Context: an optimization exercise on an open-source flow, tuned for small area, a short achievable clock period and few clock cycles. The choices shown serve that exercise and are no tape-out recipe.
Only simulation tests tie the RTL to the original design; equivalence was not proved.
No activity file was given, so power comes from the tool's default toggle rates.

==> exp/xenon: inputs <==
==> flow/design.v <==
module rf_aoi3 (
    input  logic [2:0] s,
    input  logic [2:0] d,
    output logic       y
);
    assign y = ~|(s & d);
endmodule
`timescale 1ns / 1ps
module rv32i_core (
    input  logic        clk,
    input  logic        rst_n,
    output logic [31:0] imem_addr,
    input  logic [31:0] imem_rdata,
    output logic [31:0] dmem_addr,
    output logic [3:0]  dmem_we,
    output logic [31:0] dmem_wdata,
    input  logic [31:0] dmem_rdata,
    output logic        halt
);
    localparam logic [4:0] LUI    = 5'b01101;
    localparam logic [4:0] AUIPC  = 5'b00101;
    localparam logic [4:0] JAL    = 5'b11011;
    localparam logic [4:0] JALR   = 5'b11001;
    localparam logic [4:0] BRANCH = 5'b11000;
    localparam logic [4:0] LOAD   = 5'b00000;
    localparam logic [4:0] STORE  = 5'b01000;
    localparam logic [4:0] OP_IMM = 5'b00100;
    localparam logic [4:0] OP     = 5'b01100;
    localparam logic [4:0] SYSTEM = 5'b11100;
    logic [31:2] pc_f;       
    logic        halt_r;
    logic [31:0] a_reg, op2x;
    logic [31:0] x_reg;      
    logic [4:0]  e_rd;
    logic        e_jalr, e_store, e_load, e_wb, e_sys, e_sub;
    logic        e_beq, e_blt, e_bltu, e_binv;
    logic        e_r_add, e_r_sl, e_r_sr, e_r_slt, e_r_sltu, e_r_xor, e_r_or, e_r_and, e_r_x;
    logic        e_sra, e_sb, e_sh;
    logic        e_lb, e_lh, e_lw, e_ld_s;
    logic        e_fa, e_fo, e_fx;    
    logic        e_wa, e_wo, e_wx;    
    logic [31:0] m_res;      
    logic [31:0] m_wdata;
    logic [3:0]  m_we;
    logic [4:0]  m_rd;
    logic        m_wb, m_lb, m_lh, m_lw, m_ld_s;
    logic [31:0] w_res;
    logic [31:0] fi;
    assign fi = imem_rdata;
    logic [4:0] f_op;
    logic [2:0] f_f3;
    logic [4:0] f_rd, rs1_f, rs2_f;
    assign f_op  = fi[6:2];
    assign f_f3  = fi[14:12];
    assign f_rd  = fi[11:7];
    assign rs1_f = fi[19:15];
    assign rs2_f = fi[24:20];
    logic f_lui, f_auipc, f_jal, f_jalr, f_br, f_load, f_store, f_opimm, f_op_r, f_sys, f_alu;
    assign f_lui   = (f_op == LUI);
    assign f_auipc = (f_op == AUIPC);
    assign f_jal   = (f_op == JAL);
    assign f_jalr  = (f_op == JALR);
    assign f_br    = (f_op == BRANCH);
    assign f_load  = (f_op == LOAD);
    assign f_store = (f_op == STORE);
    assign f_opimm = (f_op == OP_IMM);
    assign f_op_r  = (f_op == OP);
    assign f_sys   = (f_op == SYSTEM);
    assign f_alu   = f_opimm | f_op_r;
    logic f_use1, f_use2;    
    assign f_use1 = ~(f_lui | f_auipc | f_jal);
    assign f_use2 = f_op_r | f_br | f_store;
    logic [31:0] f_imm;      
    assign f_imm = f_store ? {{21{fi[31]}}, fi[30:25], fi[11:7]} : {{21{fi[31]}}, fi[30:20]};
    logic f_sub;
    assign f_sub = f_br | (f_op_r & fi[30] & (f_f3 == 3'b000)) | (f_alu & (f_f3[2:1] == 2'b01));
    logic [31:0] ea, eo, ex;
    always_comb begin
        if (e_fa)       ea = m_res;
        else if (e_wa)  ea = w_res;
        else            ea = a_reg;
        if (e_fo)       eo = m_res ^ {32{e_sub}};
        else if (e_wo)  eo = w_res ^ {32{e_sub}};
        else            eo = op2x;
        if (e_fx)       ex = m_res;
        else if (e_wx)  ex = w_res;
        else            ex = x_reg;
    end
    logic [32:0] sum33;
    assign sum33 = {1'b0, ea} + {1'b0, eo} + {32'd0, e_sub};
    logic [31:0] sum;
    assign sum = sum33[31:0];
    logic ltu, lt;
    assign ltu = ~sum33[32];
    assign lt  = (ea[31] ^ ~eo[31]) ? ea[31] : ltu;
    logic eq;
    assign eq = &(ea ^ eo);
    logic taken;
    assign taken = (e_beq & (eq ^ e_binv)) | (e_blt & (lt ^ e_binv)) | (e_bltu & (ltu ^ e_binv));
    logic e_redir;
    assign e_redir = e_jalr | ((e_beq | e_blt | e_bltu) & ~taken);
    logic [31:2] e_target;
    assign e_target = e_jalr ? sum[31:2] : x_reg[31:2];
    logic [4:0] shamt;
    assign shamt = eo[4:0];
    logic [31:0] sh_rev, sh_in, sh_out, sh_l;
    logic        sh_fill;
    assign sh_fill = e_sra & ea[31];
    always_comb begin
        for (int i = 0; i < 32; i++) sh_rev[i] = ea[31 - i];
    end
    assign sh_in  = e_r_sl ? sh_rev : ea;
    assign sh_out = $signed({sh_fill, sh_in}) >>> shamt;
    always_comb begin
        for (int i = 0; i < 32; i++) sh_l[i] = sh_out[31 - i];
    end
    logic [31:0] e_res;
    always_comb begin
        e_res = ({32{e_r_add}}  & sum)
              | ({32{e_r_sl}}   & sh_l)
              | ({32{e_r_sr}}   & sh_out)
              | ({32{e_r_xor}}  & (ea ^ eo))
              | ({32{e_r_or}}   & (ea | eo))
              | ({32{e_r_and}}  & (ea & eo))
              | ({32{e_r_x}}    & x_reg);
        e_res[0] = e_res[0] | (e_r_slt & lt) | (e_r_sltu & ltu);
    end
    logic [3:0]  e_we;
    logic [31:0] e_wdata;
    always_comb begin
        if (e_sb) begin
            e_wdata = {4{ex[7:0]}};
            e_we    = {sum[1] & sum[0], sum[1] & ~sum[0], ~sum[1] & sum[0], ~sum[1] & ~sum[0]};
        end else if (e_sh) begin
            e_wdata = {2{ex[15:0]}};
            e_we    = {sum[1], sum[1], ~sum[1], ~sum[1]};
        end else begin
            e_wdata = ex;
            e_we    = 4'b1111;
        end
        if (!e_store)
            e_we = 4'b0000;
    end
    assign dmem_addr  = m_res;
    assign dmem_we    = m_we;
    assign dmem_wdata = m_wdata;
    logic [15:0] ld_h;
    logic [7:0]  ld_b;
    assign ld_h = m_res[1] ? dmem_rdata[31:16] : dmem_rdata[15:0];
    assign ld_b = m_res[0] ? ld_h[15:8] : ld_h[7:0];
    logic [31:0] wb_data;
    always_comb begin
        if (m_lw)       wb_data = dmem_rdata;
        else if (m_lh)  wb_data = {{16{m_ld_s & ld_h[15]}}, ld_h};
        else if (m_lb)  wb_data = {{24{m_ld_s & ld_b[7]}}, ld_b};
        else            wb_data = m_res;
    end
    logic [31:0] rf_rs1, rf_rs2;
    logic [31:0] rf [1:31];
    logic [31:1] rf_valid;
    always_ff @(posedge clk or negedge rst_n) begin
        if (!rst_n)
            rf_valid <= '0;
        else if (m_wb)
            rf_valid[m_rd] <= 1'b1;
    end
    always_ff @(posedge clk) begin
        for (int i = 1; i < 32; i++)
            if (m_wb && m_rd == 5'(i))
                rf[i] <= wb_data;
    end
    logic [31:1] sel1, sel2;
    always_comb begin
        for (int i = 1; i < 32; i++) begin
            sel1[i] = rf_valid[i] && rs1_f == 5'(i);
            sel2[i] = rf_valid[i] && rs2_f == 5'(i);
        end
    end
    logic [10:0] t1 [0:31];
    logic [10:0] t2 [0:31];
    genvar gb, gg;
    generate
        for (gb = 0; gb < 32; gb++) begin : rd_bit
            for (gg = 0; gg < 10; gg++) begin : rd_grp
                rf_aoi3 u1 (
                    .s(sel1[3*gg+3:3*gg+1]),
                    .d({rf[3*gg+3][gb], rf[3*gg+2][gb], rf[3*gg+1][gb]}),
                    .y(t1[gb][gg])
                );
                rf_aoi3 u2 (
                    .s(sel2[3*gg+3:3*gg+1]),
                    .d({rf[3*gg+3][gb], rf[3*gg+2][gb], rf[3*gg+1][gb]}),
                    .y(t2[gb][gg])
                );
            end
            assign t1[gb][10] = ~(sel1[31] & rf[31][gb]);
            assign t2[gb][10] = ~(sel2[31] & rf[31][gb]);
            assign rf_rs1[gb] = ~&t1[gb];
            assign rf_rs2[gb] = ~&t2[gb];
        end
    endgenerate
    logic [31:0] f_rs1, f_rs2;
    assign f_rs1 = rf_rs1;
    assign f_rs2 = rf_rs2;
    assign imem_addr = {pc_f, 2'b00};
    logic [31:2] f_pc4;
    assign f_pc4 = pc_f + 30'd1;
    logic [31:0] f_imm_b, f_imm_j;
    assign f_imm_b = {{20{fi[31]}}, fi[7], fi[30:25], fi[11:8], 1'b0};
    assign f_imm_j = {{12{fi[31]}}, fi[19:12], fi[20], fi[30:21], 1'b0};
    logic [31:0] f_tgt_b, f_tgt_j, f_tgt_u;
    assign f_tgt_b = {pc_f, 2'b00} + f_imm_b;
    assign f_tgt_j = {pc_f, 2'b00} + f_imm_j;
    assign f_tgt_u = {pc_f[31:12] + fi[31:12], pc_f[11:2], 2'b00};
    logic f_pred;
    assign f_pred = f_jal | f_br;
    logic stall;
    assign stall = e_load & e_wb & ((f_use1 & (rs1_f == e_rd)) | (f_use2 & (rs2_f == e_rd)));
    logic [31:2] pc_next;
    always_comb begin
        if (e_redir)      pc_next = e_target;
        else if (stall)   pc_next = pc_f;
        else if (f_jal)   pc_next = f_tgt_j[31:2];
        else if (f_pred)  pc_next = f_tgt_b[31:2];
        else              pc_next = f_pc4;
    end
    logic [31:0] f_x;
    always_comb begin
        if (f_store)              f_x = f_rs2;
        else if (f_lui)           f_x = {fi[31:12], 12'b0};
        else if (f_auipc)         f_x = f_tgt_u;
        else                      f_x = {f_pc4, 2'b00};     
    end
    logic f_fa, f_fb, f_wa, f_wb;
    assign f_fa = e_wb & (e_rd == rs1_f);
    assign f_fb = e_wb & (e_rd == rs2_f);
    assign f_wa = m_wb & (m_rd == rs1_f);
    assign f_wb = m_wb & (m_rd == rs2_f);
    logic go, halting;
    assign halting = halt_r | e_sys;
    assign go = ~halting & ~e_redir & ~stall;
    always_ff @(posedge clk or negedge rst_n) begin
        if (!rst_n) begin
            pc_f    <= 30'h0040_0000;    
            halt_r  <= 1'b0;
            e_jalr  <= 1'b0;
            e_beq   <= 1'b0;
            e_blt   <= 1'b0;
            e_bltu  <= 1'b0;
            e_store <= 1'b0;
            e_load  <= 1'b0;
            e_wb    <= 1'b0;
            e_sys   <= 1'b0;
            m_we    <= 4'b0000;
            m_wb    <= 1'b0;
        end else begin
            if (!halting)
                pc_f <= pc_next;
            halt_r  <= halting;
            e_jalr  <= go & f_jalr;
            e_beq   <= go & f_br & (f_f3[2:1] == 2'b00);
            e_blt   <= go & f_br & (f_f3[2:1] == 2'b10);
            e_bltu  <= go & f_br & (f_f3[2:1] == 2'b11);
            e_store <= go & f_store;
            e_load  <= go & f_load;
            e_wb    <= go & (f_rd != 5'd0) &
                       (f_lui | f_auipc | f_jal | f_jalr | f_load | f_alu);
            e_sys   <= go & f_sys;
            m_we    <= e_we;
            m_wb    <= e_wb;
        end
    end
    always_ff @(posedge clk) begin
        e_rd     <= f_rd;
        e_sub    <= f_sub;
        e_binv   <= f_f3[0];
        e_sra    <= fi[30];
        e_r_add  <= (f_alu & (f_f3 == 3'b000)) | f_load | f_store;
        e_r_sl   <= f_alu & (f_f3 == 3'b001);
        e_r_slt  <= f_alu & (f_f3 == 3'b010);
        e_r_sltu <= f_alu & (f_f3 == 3'b011);
        e_r_xor  <= f_alu & (f_f3 == 3'b100);
        e_r_sr   <= f_alu & (f_f3 == 3'b101);
        e_r_or   <= f_alu & (f_f3 == 3'b110);
        e_r_and  <= f_alu & (f_f3 == 3'b111);
        e_r_x    <= f_lui | f_auipc | f_jal | f_jalr;
        e_lb     <= f_load & (f_f3[1:0] == 2'b00);
        e_lh     <= f_load & (f_f3[1:0] == 2'b01);
        e_lw     <= f_load & f_f3[1];
        e_ld_s   <= ~f_f3[2];
        e_sb     <= f_f3[1:0] == 2'b00;
        e_sh     <= f_f3[1:0] == 2'b01;
        e_fa     <= f_fa;
        e_fo     <= f_fb & (f_op_r | f_br);
        e_fx     <= f_fb;
        e_wa     <= f_wa;
        e_wo     <= f_wb & (f_op_r | f_br);
        e_wx     <= f_wb;
        a_reg    <= f_rs1;
        x_reg    <= f_x;
        op2x     <= ((f_op_r | f_br) ? f_rs2 : f_imm) ^ {32{f_sub}};
        m_res    <= e_res;
        m_wdata  <= e_wdata;
        m_rd     <= e_rd;
        m_lb     <= e_lb;
        m_lh     <= e_lh;
        m_lw     <= e_lw;
        m_ld_s   <= e_ld_s;
        w_res    <= wb_data;
    end
    assign halt = halt_r;
endmodule
==> flow/flow/run.sh <==
#!/bin/bash
# Layout flow: the standard ORFS flow (standard.sh, unchanged synthesis and
# steps) with these changes:
#  - the port buffers are sky130_fd_sc_hd__buf_2 cells rather than the delay
#    cells buffer_ports picks by default;
#  - clock tree synthesis uses sky130_fd_sc_hd__clkbuf_16 only, clusters of up
#    to 20 sinks within 100 um, and adds no dummy loads (fewer clock buffers;
#    flip-flop clock slew stays near 100 ps);
set -uo pipefail
CTS="-sink_clustering_enable -repair_clock_nets -dont_use_dummy_load"
CTS="$CTS -buf_list sky130_fd_sc_hd__clkbuf_16 -sink_clustering_size 20 -sink_clustering_max_diameter 100"
if ! bash standard.sh "BUFFER_PORTS_ARGS=-buffer_cell sky130_fd_sc_hd__buf_2" "CTS_ARGS=$CTS" \
        "SETUP_SLACK_MARGIN=6.5" finish > orfs_flow.log 2>&1; then
    tail -40 orfs_flow.log
    exit 1
fi
==> flow/standard.sh <==
#!/bin/bash
# synth_recipe.tcl (not shown) runs the flow's synth.tcl, then flattens the netlist and writes it again
# the make line also repeats each setting of config.mk as NAME=value (left out here)
make -C /OpenROAD-flow-scripts/flow DESIGN_CONFIG=/design/flow/config.mk WORK_HOME=/design/flow/orfs CLKGATE_MAP_FILE= SYNTH_SCRIPT=/design/flow/synth_recipe.tcl "${@:-finish}"
==> flow/config.mk <==
export PLATFORM = sky130hd
export DESIGN_NAME = rv32i_core
export DESIGN_NICKNAME = rv32i_core
export VERILOG_FILES = /design/flow/design.v
export SDC_FILE = /design/flow/constraint.sdc
export NUM_CORES = 4
export LEC_CHECK = 0
export CAP_MARGIN = 20
export CORE_MARGIN = 2
export CORE_UTILIZATION = 40
export PLACE_DENSITY = 0.6
export SLEW_MARGIN = 20
export SYNTH_HIERARCHICAL = 1
==> flow/constraint.sdc <==
create_clock -name core_clock -period 11.0 [get_ports {clk}]
set_input_delay 2.2000 -clock core_clock [delete_from_list [all_inputs] [get_ports {clk}]]
set_output_delay 2.2000 -clock core_clock [all_outputs]
set_load 0.01 [all_outputs]
==> inputs of exp/maple, as changes to exp/xenon <==
--- a/flow/design.v
+++ b/flow/design.v
@@ -32,19 +32,17 @@
     logic [31:0] a_reg, op2x;
     logic [31:0] x_reg;      
     logic [4:0]  e_rd;
-    logic        e_jalr, e_store, e_load, e_wb, e_sys, e_sub;
+    logic        e_jalr, e_store, e_load, e_wb, e_sys, e_sub, e_pred;
     logic        e_beq, e_blt, e_bltu, e_binv;
     logic        e_r_add, e_r_sl, e_r_sr, e_r_slt, e_r_sltu, e_r_xor, e_r_or, e_r_and, e_r_x;
     logic        e_sra, e_sb, e_sh;
     logic        e_lb, e_lh, e_lw, e_ld_s;
     logic        e_fa, e_fo, e_fx;    
-    logic        e_wa, e_wo, e_wx;    
     logic [31:0] m_res;      
     logic [31:0] m_wdata;
     logic [3:0]  m_we;
     logic [4:0]  m_rd;
     logic        m_wb, m_lb, m_lh, m_lw, m_ld_s;
-    logic [31:0] w_res;
     logic [31:0] fi;
     assign fi = imem_rdata;
     logic [4:0] f_op;
@@ -75,17 +73,9 @@
     logic f_sub;
     assign f_sub = f_br | (f_op_r & fi[30] & (f_f3 == 3'b000)) | (f_alu & (f_f3[2:1] == 2'b01));
     logic [31:0] ea, eo, ex;
-    always_comb begin
-        if (e_fa)       ea = m_res;
-        else if (e_wa)  ea = w_res;
-        else            ea = a_reg;
-        if (e_fo)       eo = m_res ^ {32{e_sub}};
-        else if (e_wo)  eo = w_res ^ {32{e_sub}};
-        else            eo = op2x;
-        if (e_fx)       ex = m_res;
-        else if (e_wx)  ex = w_res;
-        else            ex = x_reg;
-    end
+    assign ea = e_fa ? m_res : a_reg;
+    assign eo = e_fo ? (m_res ^ {32{e_sub}}) : op2x;
+    assign ex = e_fx ? m_res : x_reg;
     logic [32:0] sum33;
     assign sum33 = {1'b0, ea} + {1'b0, eo} + {32'd0, e_sub};
     logic [31:0] sum;
@@ -98,7 +88,7 @@
     logic taken;
     assign taken = (e_beq & (eq ^ e_binv)) | (e_blt & (lt ^ e_binv)) | (e_bltu & (ltu ^ e_binv));
     logic e_redir;
-    assign e_redir = e_jalr | ((e_beq | e_blt | e_bltu) & ~taken);
+    assign e_redir = e_jalr | ((e_beq | e_blt | e_bltu) & (taken ^ e_pred));
     logic [31:2] e_target;
     assign e_target = e_jalr ? sum[31:2] : x_reg[31:2];
     logic [4:0] shamt;
@@ -200,8 +190,8 @@
         end
     endgenerate
     logic [31:0] f_rs1, f_rs2;
-    assign f_rs1 = rf_rs1;
-    assign f_rs2 = rf_rs2;
+    assign f_rs1 = (m_wb & (m_rd == rs1_f)) ? wb_data : rf_rs1;
+    assign f_rs2 = (m_wb & (m_rd == rs2_f)) ? wb_data : rf_rs2;
     assign imem_addr = {pc_f, 2'b00};
     logic [31:2] f_pc4;
     assign f_pc4 = pc_f + 30'd1;
@@ -213,7 +203,7 @@
     assign f_tgt_j = {pc_f, 2'b00} + f_imm_j;
     assign f_tgt_u = {pc_f[31:12] + fi[31:12], pc_f[11:2], 2'b00};
     logic f_pred;
-    assign f_pred = f_jal | f_br;
+    assign f_pred = f_jal | (f_br & fi[31]);
     logic stall;
     assign stall = e_load & e_wb & ((f_use1 & (rs1_f == e_rd)) | (f_use2 & (rs2_f == e_rd)));
     logic [31:2] pc_next;
@@ -229,13 +219,12 @@
         if (f_store)              f_x = f_rs2;
         else if (f_lui)           f_x = {fi[31:12], 12'b0};
         else if (f_auipc)         f_x = f_tgt_u;
+        else if (f_br & ~fi[31])  f_x = f_tgt_b;            
         else                      f_x = {f_pc4, 2'b00};     
     end
-    logic f_fa, f_fb, f_wa, f_wb;
+    logic f_fa, f_fb;
     assign f_fa = e_wb & (e_rd == rs1_f);
     assign f_fb = e_wb & (e_rd == rs2_f);
-    assign f_wa = m_wb & (m_rd == rs1_f);
-    assign f_wb = m_wb & (m_rd == rs2_f);
     logic go, halting;
     assign halting = halt_r | e_sys;
     assign go = ~halting & ~e_redir & ~stall;
@@ -273,6 +262,7 @@
     always_ff @(posedge clk) begin
         e_rd     <= f_rd;
         e_sub    <= f_sub;
+        e_pred   <= fi[31];
         e_binv   <= f_f3[0];
         e_sra    <= fi[30];
         e_r_add  <= (f_alu & (f_f3 == 3'b000)) | f_load | f_store;
@@ -293,9 +283,6 @@
         e_fa     <= f_fa;
         e_fo     <= f_fb & (f_op_r | f_br);
         e_fx     <= f_fb;
-        e_wa     <= f_wa;
-        e_wo     <= f_wb & (f_op_r | f_br);
-        e_wx     <= f_wb;
         a_reg    <= f_rs1;
         x_reg    <= f_x;
         op2x     <= ((f_op_r | f_br) ? f_rs2 : f_imm) ^ {32{f_sub}};
@@ -306,7 +293,6 @@
         m_lh     <= e_lh;
         m_lw     <= e_lw;
         m_ld_s   <= e_ld_s;
-        w_res    <= wb_data;
     end
     assign halt = halt_r;
 endmodule
==> flow/flow/run.sh (replaced) <==
#!/bin/bash
# Layout flow: the standard ORFS flow (standard.sh, unchanged synthesis and
# steps) with these changes:
#  - the port buffers are sky130_fd_sc_hd__buf_4 cells rather than the delay
#    cells buffer_ports picks by default;
#  - clock tree synthesis uses sky130_fd_sc_hd__clkbuf_16 only, clusters of up
#    to 20 sinks within 100 um, and adds no dummy loads (fewer clock buffers;
#    flip-flop clock slew stays near 100 ps);
set -uo pipefail
CTS="-sink_clustering_enable -repair_clock_nets -dont_use_dummy_load"
CTS="$CTS -buf_list sky130_fd_sc_hd__clkbuf_16 -sink_clustering_size 20 -sink_clustering_max_diameter 100"
if ! bash standard.sh "BUFFER_PORTS_ARGS=-buffer_cell sky130_fd_sc_hd__buf_4" "CTS_ARGS=$CTS" \
        "SETUP_SLACK_MARGIN=6.5" finish > orfs_flow.log 2>&1; then
    tail -40 orfs_flow.log
    exit 1
fi
CORE_UTILIZATION = 35   (was 40)
PLACE_DENSITY = 0.55   (was 0.6)
==> inputs of exp/willow, as changes to exp/xenon <==
CORE_UTILIZATION = 30   (was 40)
PLACE_DENSITY = 0.5   (was 0.6)
==> inputs of exp/fjord, as changes to exp/xenon <==
--- a/flow/design.v
+++ b/flow/design.v
@@ -32,19 +32,17 @@
     logic [31:0] a_reg, op2x;
     logic [31:0] x_reg;      
     logic [4:0]  e_rd;
-    logic        e_jalr, e_store, e_load, e_wb, e_sys, e_sub;
+    logic        e_jalr, e_store, e_load, e_wb, e_sys, e_sub, e_pred;
     logic        e_beq, e_blt, e_bltu, e_binv;
     logic        e_r_add, e_r_sl, e_r_sr, e_r_slt, e_r_sltu, e_r_xor, e_r_or, e_r_and, e_r_x;
     logic        e_sra, e_sb, e_sh;
     logic        e_lb, e_lh, e_lw, e_ld_s;
     logic        e_fa, e_fo, e_fx;    
-    logic        e_wa, e_wo, e_wx;    
     logic [31:0] m_res;      
     logic [31:0] m_wdata;
     logic [3:0]  m_we;
     logic [4:0]  m_rd;
     logic        m_wb, m_lb, m_lh, m_lw, m_ld_s;
-    logic [31:0] w_res;
     logic [31:0] fi;
     assign fi = imem_rdata;
     logic [4:0] f_op;
@@ -75,17 +73,9 @@
     logic f_sub;
     assign f_sub = f_br | (f_op_r & fi[30] & (f_f3 == 3'b000)) | (f_alu & (f_f3[2:1] == 2'b01));
     logic [31:0] ea, eo, ex;
-    always_comb begin
-        if (e_fa)       ea = m_res;
-        else if (e_wa)  ea = w_res;
-        else            ea = a_reg;
-        if (e_fo)       eo = m_res ^ {32{e_sub}};
-        else if (e_wo)  eo = w_res ^ {32{e_sub}};
-        else            eo = op2x;
-        if (e_fx)       ex = m_res;
-        else if (e_wx)  ex = w_res;
-        else            ex = x_reg;
-    end
+    assign ea = e_fa ? m_res : a_reg;
+    assign eo = e_fo ? (m_res ^ {32{e_sub}}) : op2x;
+    assign ex = e_fx ? m_res : x_reg;
     logic [32:0] sum33;
     assign sum33 = {1'b0, ea} + {1'b0, eo} + {32'd0, e_sub};
     logic [31:0] sum;
@@ -98,7 +88,7 @@
     logic taken;
     assign taken = (e_beq & (eq ^ e_binv)) | (e_blt & (lt ^ e_binv)) | (e_bltu & (ltu ^ e_binv));
     logic e_redir;
-    assign e_redir = e_jalr | ((e_beq | e_blt | e_bltu) & ~taken);
+    assign e_redir = e_jalr | ((e_beq | e_blt | e_bltu) & (taken ^ e_pred));
     logic [31:2] e_target;
     assign e_target = e_jalr ? sum[31:2] : x_reg[31:2];
     logic [4:0] shamt;
@@ -200,8 +190,8 @@
         end
     endgenerate
     logic [31:0] f_rs1, f_rs2;
-    assign f_rs1 = rf_rs1;
-    assign f_rs2 = rf_rs2;
+    assign f_rs1 = (m_wb & (m_rd == rs1_f)) ? wb_data : rf_rs1;
+    assign f_rs2 = (m_wb & (m_rd == rs2_f)) ? wb_data : rf_rs2;
     assign imem_addr = {pc_f, 2'b00};
     logic [31:2] f_pc4;
     assign f_pc4 = pc_f + 30'd1;
@@ -213,7 +203,7 @@
     assign f_tgt_j = {pc_f, 2'b00} + f_imm_j;
     assign f_tgt_u = {pc_f[31:12] + fi[31:12], pc_f[11:2], 2'b00};
     logic f_pred;
-    assign f_pred = f_jal | f_br;
+    assign f_pred = f_jal | (f_br & fi[31]);
     logic stall;
     assign stall = e_load & e_wb & ((f_use1 & (rs1_f == e_rd)) | (f_use2 & (rs2_f == e_rd)));
     logic [31:2] pc_next;
@@ -229,13 +219,12 @@
         if (f_store)              f_x = f_rs2;
         else if (f_lui)           f_x = {fi[31:12], 12'b0};
         else if (f_auipc)         f_x = f_tgt_u;
+        else if (f_br & ~fi[31])  f_x = f_tgt_b;            
         else                      f_x = {f_pc4, 2'b00};     
     end
-    logic f_fa, f_fb, f_wa, f_wb;
+    logic f_fa, f_fb;
     assign f_fa = e_wb & (e_rd == rs1_f);
     assign f_fb = e_wb & (e_rd == rs2_f);
-    assign f_wa = m_wb & (m_rd == rs1_f);
-    assign f_wb = m_wb & (m_rd == rs2_f);
     logic go, halting;
     assign halting = halt_r | e_sys;
     assign go = ~halting & ~e_redir & ~stall;
@@ -273,6 +262,7 @@
     always_ff @(posedge clk) begin
         e_rd     <= f_rd;
         e_sub    <= f_sub;
+        e_pred   <= fi[31];
         e_binv   <= f_f3[0];
         e_sra    <= fi[30];
         e_r_add  <= (f_alu & (f_f3 == 3'b000)) | f_load | f_store;
@@ -293,9 +283,6 @@
         e_fa     <= f_fa;
         e_fo     <= f_fb & (f_op_r | f_br);
         e_fx     <= f_fb;
-        e_wa     <= f_wa;
-        e_wo     <= f_wb & (f_op_r | f_br);
-        e_wx     <= f_wb;
         a_reg    <= f_rs1;
         x_reg    <= f_x;
         op2x     <= ((f_op_r | f_br) ? f_rs2 : f_imm) ^ {32{f_sub}};
@@ -306,7 +293,6 @@
         m_lh     <= e_lh;
         m_lw     <= e_lw;
         m_ld_s   <= e_ld_s;
-        w_res    <= wb_data;
     end
     assign halt = halt_r;
 endmodule
==> flow/flow/run.sh (replaced) <==
#!/bin/bash
# Layout flow: the standard ORFS flow (standard.sh, unchanged synthesis and
# steps) with these changes:
#  - the port buffers are sky130_fd_sc_hd__buf_4 cells rather than the delay
#    cells buffer_ports picks by default;
set -uo pipefail
if ! bash standard.sh "BUFFER_PORTS_ARGS=-buffer_cell sky130_fd_sc_hd__buf_4" \
        "SETUP_SLACK_MARGIN=6.5" finish > orfs_flow.log 2>&1; then
    tail -40 orfs_flow.log
    exit 1
fi
CORE_UTILIZATION = 30   (was 40)
PLACE_DENSITY = 0.5   (was 0.6)
==> flow_summary.yaml <==
clock_tree:
  insertion_delay_ns: 0.83
  postCtsResizedCells: 311
setup_path:
  crit_path_end: "op2x[16]"
  cpMaxStageDelayCell: "a2111oi_4"
  r2r_slack_ns: 6.57
  critPathBufInv: 3
synth:
  synth-seq-cells: 1263
  syn_area_mm2: 0.06233
  seq_area_frac_synth: 0.5710
  synth_top_area_frac: 0.4779
layout:
  clk_share: 0.05999
  buffers: 460
  multi_input_area_share: 0.3625
  diodes: 6
grt:
  track_usage: 0.2634
  grtUsageMet1: 0.3440
sta:
  worst_pin_slew_ns: 1.237
die:
  fp.dieW_um: 459.8
  fp.dieH_um: 459.8
status:
  status: "timing/DRC/antenna clean"
power:
  switchingPower_mw: 4.856
  pwr-share-seq: 0.413
The numbers above come from exp/fjord.

==> flow_summary.yaml <==
synth:
  seq_area_frac_synth: 0.5760
  synth_top_family_by_area: "compound AO/OA/AOI/OAI gates"
  synth-seq-cells: 1297
grt:
  grtUsageMet1: 0.4250
  track_usage: 0.3411
layout:
  buffers: 397
  multi_input_area_share: 0.3769
  diodes: 9
  clk_share: 0.02735
die:
  fp.dieH_um: 400.8
  fp.dieW_um: 400.8
status:
  status: "timing/DRC/antenna clean"
power:
  switchingPower_mw: 4.339
  pwr-share-seq: 0.495
clock_tree:
  insertion_delay_ns: 0.74
setup_path:
  cp_top_family: "simple AND/OR/NAND/NOR gates"
  r2r_slack_ns: 6.56
  crit_path_end: "x_reg[25]"
The numbers above come from exp/xenon.

==> flow_summary.yaml <==
layout:
  multi_input_area_share: 0.3792
  buffers: 441
  clk_share: 0.02634
synth:
  seq_area_frac_synth: 0.5710
  synth-seq-cells: 1263
  synth_top_area_frac: 0.4779
  syn_area_mm2: 0.06233
clock_tree:
  postCtsResizedCells: 364
  insertion_delay_ns: 0.74
grt:
  track_usage: 0.2973
  grtUsageMet1: 0.3805
setup_path:
  r2r_slack_ns: 6.53
  crit_path_end: "op2x[25]"
  critPathBufInv: 3
  cpMaxStageDelayCell: "a2111o_1"
sta:
  hold_viol_final: 0
  worst_pin_slew_ns: 1.261
status:
  status: "timing/DRC/antenna clean"
power:
  switchingPower_mw: 4.369
  pwr-share-seq: 0.474
die:
  fp.dieW_um: 426.0
The numbers above come from exp/maple.

==> flow_summary.yaml <==
synth:
  synth_top_area_frac: 0.4731
  seq_area_frac_synth: 0.5760
  synth-seq-cells: 1297
status:
  status: "timing/DRC/antenna clean"
setup_path:
  cpMaxStageDelayCell: "and3_2"
  crit_path_end: "a_reg[20]"
  critPathBufInv: 1
power:
  pwr-share-seq: 0.488
  switchingPower_mw: 4.390
grt:
  grtUsageMet1: 0.3545
clock_tree:
  insertion_delay_ns: 0.74
  postCtsResizedCells: 266
die:
  fp.dieW_um: 462.1
layout:
  diodes: 14
  clk_share: 0.02684
  buffers: 461
sta:
  worst_pin_slew_ns: 1.215
The numbers above come from exp/willow.

Testbench counts of exp/xenon, summed over its fixed seeds: cycles 39,729.
Testbench counts of exp/maple, summed over its fixed seeds: cycles 39,800.
Testbench counts of exp/willow, summed over its fixed seeds: cycles 39,729.
Testbench counts of exp/fjord, summed over its fixed seeds: cycles 39,800.

afterwards: timing with drivers on the ports:
The flow's constraints put no driver on any port. The routed layouts listed below were extracted and timed again, unchanged, in two steps. Step 1 (the two cells are an assumption about what drives the block):
set clk [get_ports {clk}]
set_driving_cell -lib_cell sky130_fd_sc_hd__clkbuf_16 $clk
set_driving_cell -lib_cell sky130_fd_sc_hd__buf_2 [delete_from_list [all_inputs] $clk]
Step 2 times the ports against the registers' clock, not the clock port: input delays grow and output delays shrink by t, the midpoint of the rising clock arrivals with the driver on. a / b / c = ideal / step 1 / step 2; a / b = the first two.
run	t, ns	setup WS [ns]	hold slack, ns	slew at the worst register clock pin (ns)	worst slew at a driven data input, ns
exp/xenon	0.771	6.377 / 6.391 / 5.620	0.338 / 0.338 / 0.338	0.10 / 0.10	0.10
exp/maple	0.784	6.282 / 6.219 / 5.435	0.352 / 0.352 / 0.352	0.10 / 0.10	0.24
exp/willow	0.776	6.415 / 6.387 / 5.611	0.333 / 0.333 / 0.333	0.10 / 0.10	0.17
exp/fjord	0.895	6.349 / 6.376 / 5.481	0.332 / 0.332 / 0.332	0.07 / 0.07	0.09
After both steps every run listed still meets setup and hold. For exp/fjord, which loses most, drivers alone change the setup slack by +0.027 ns; drivers and shift together by -0.868 ns.
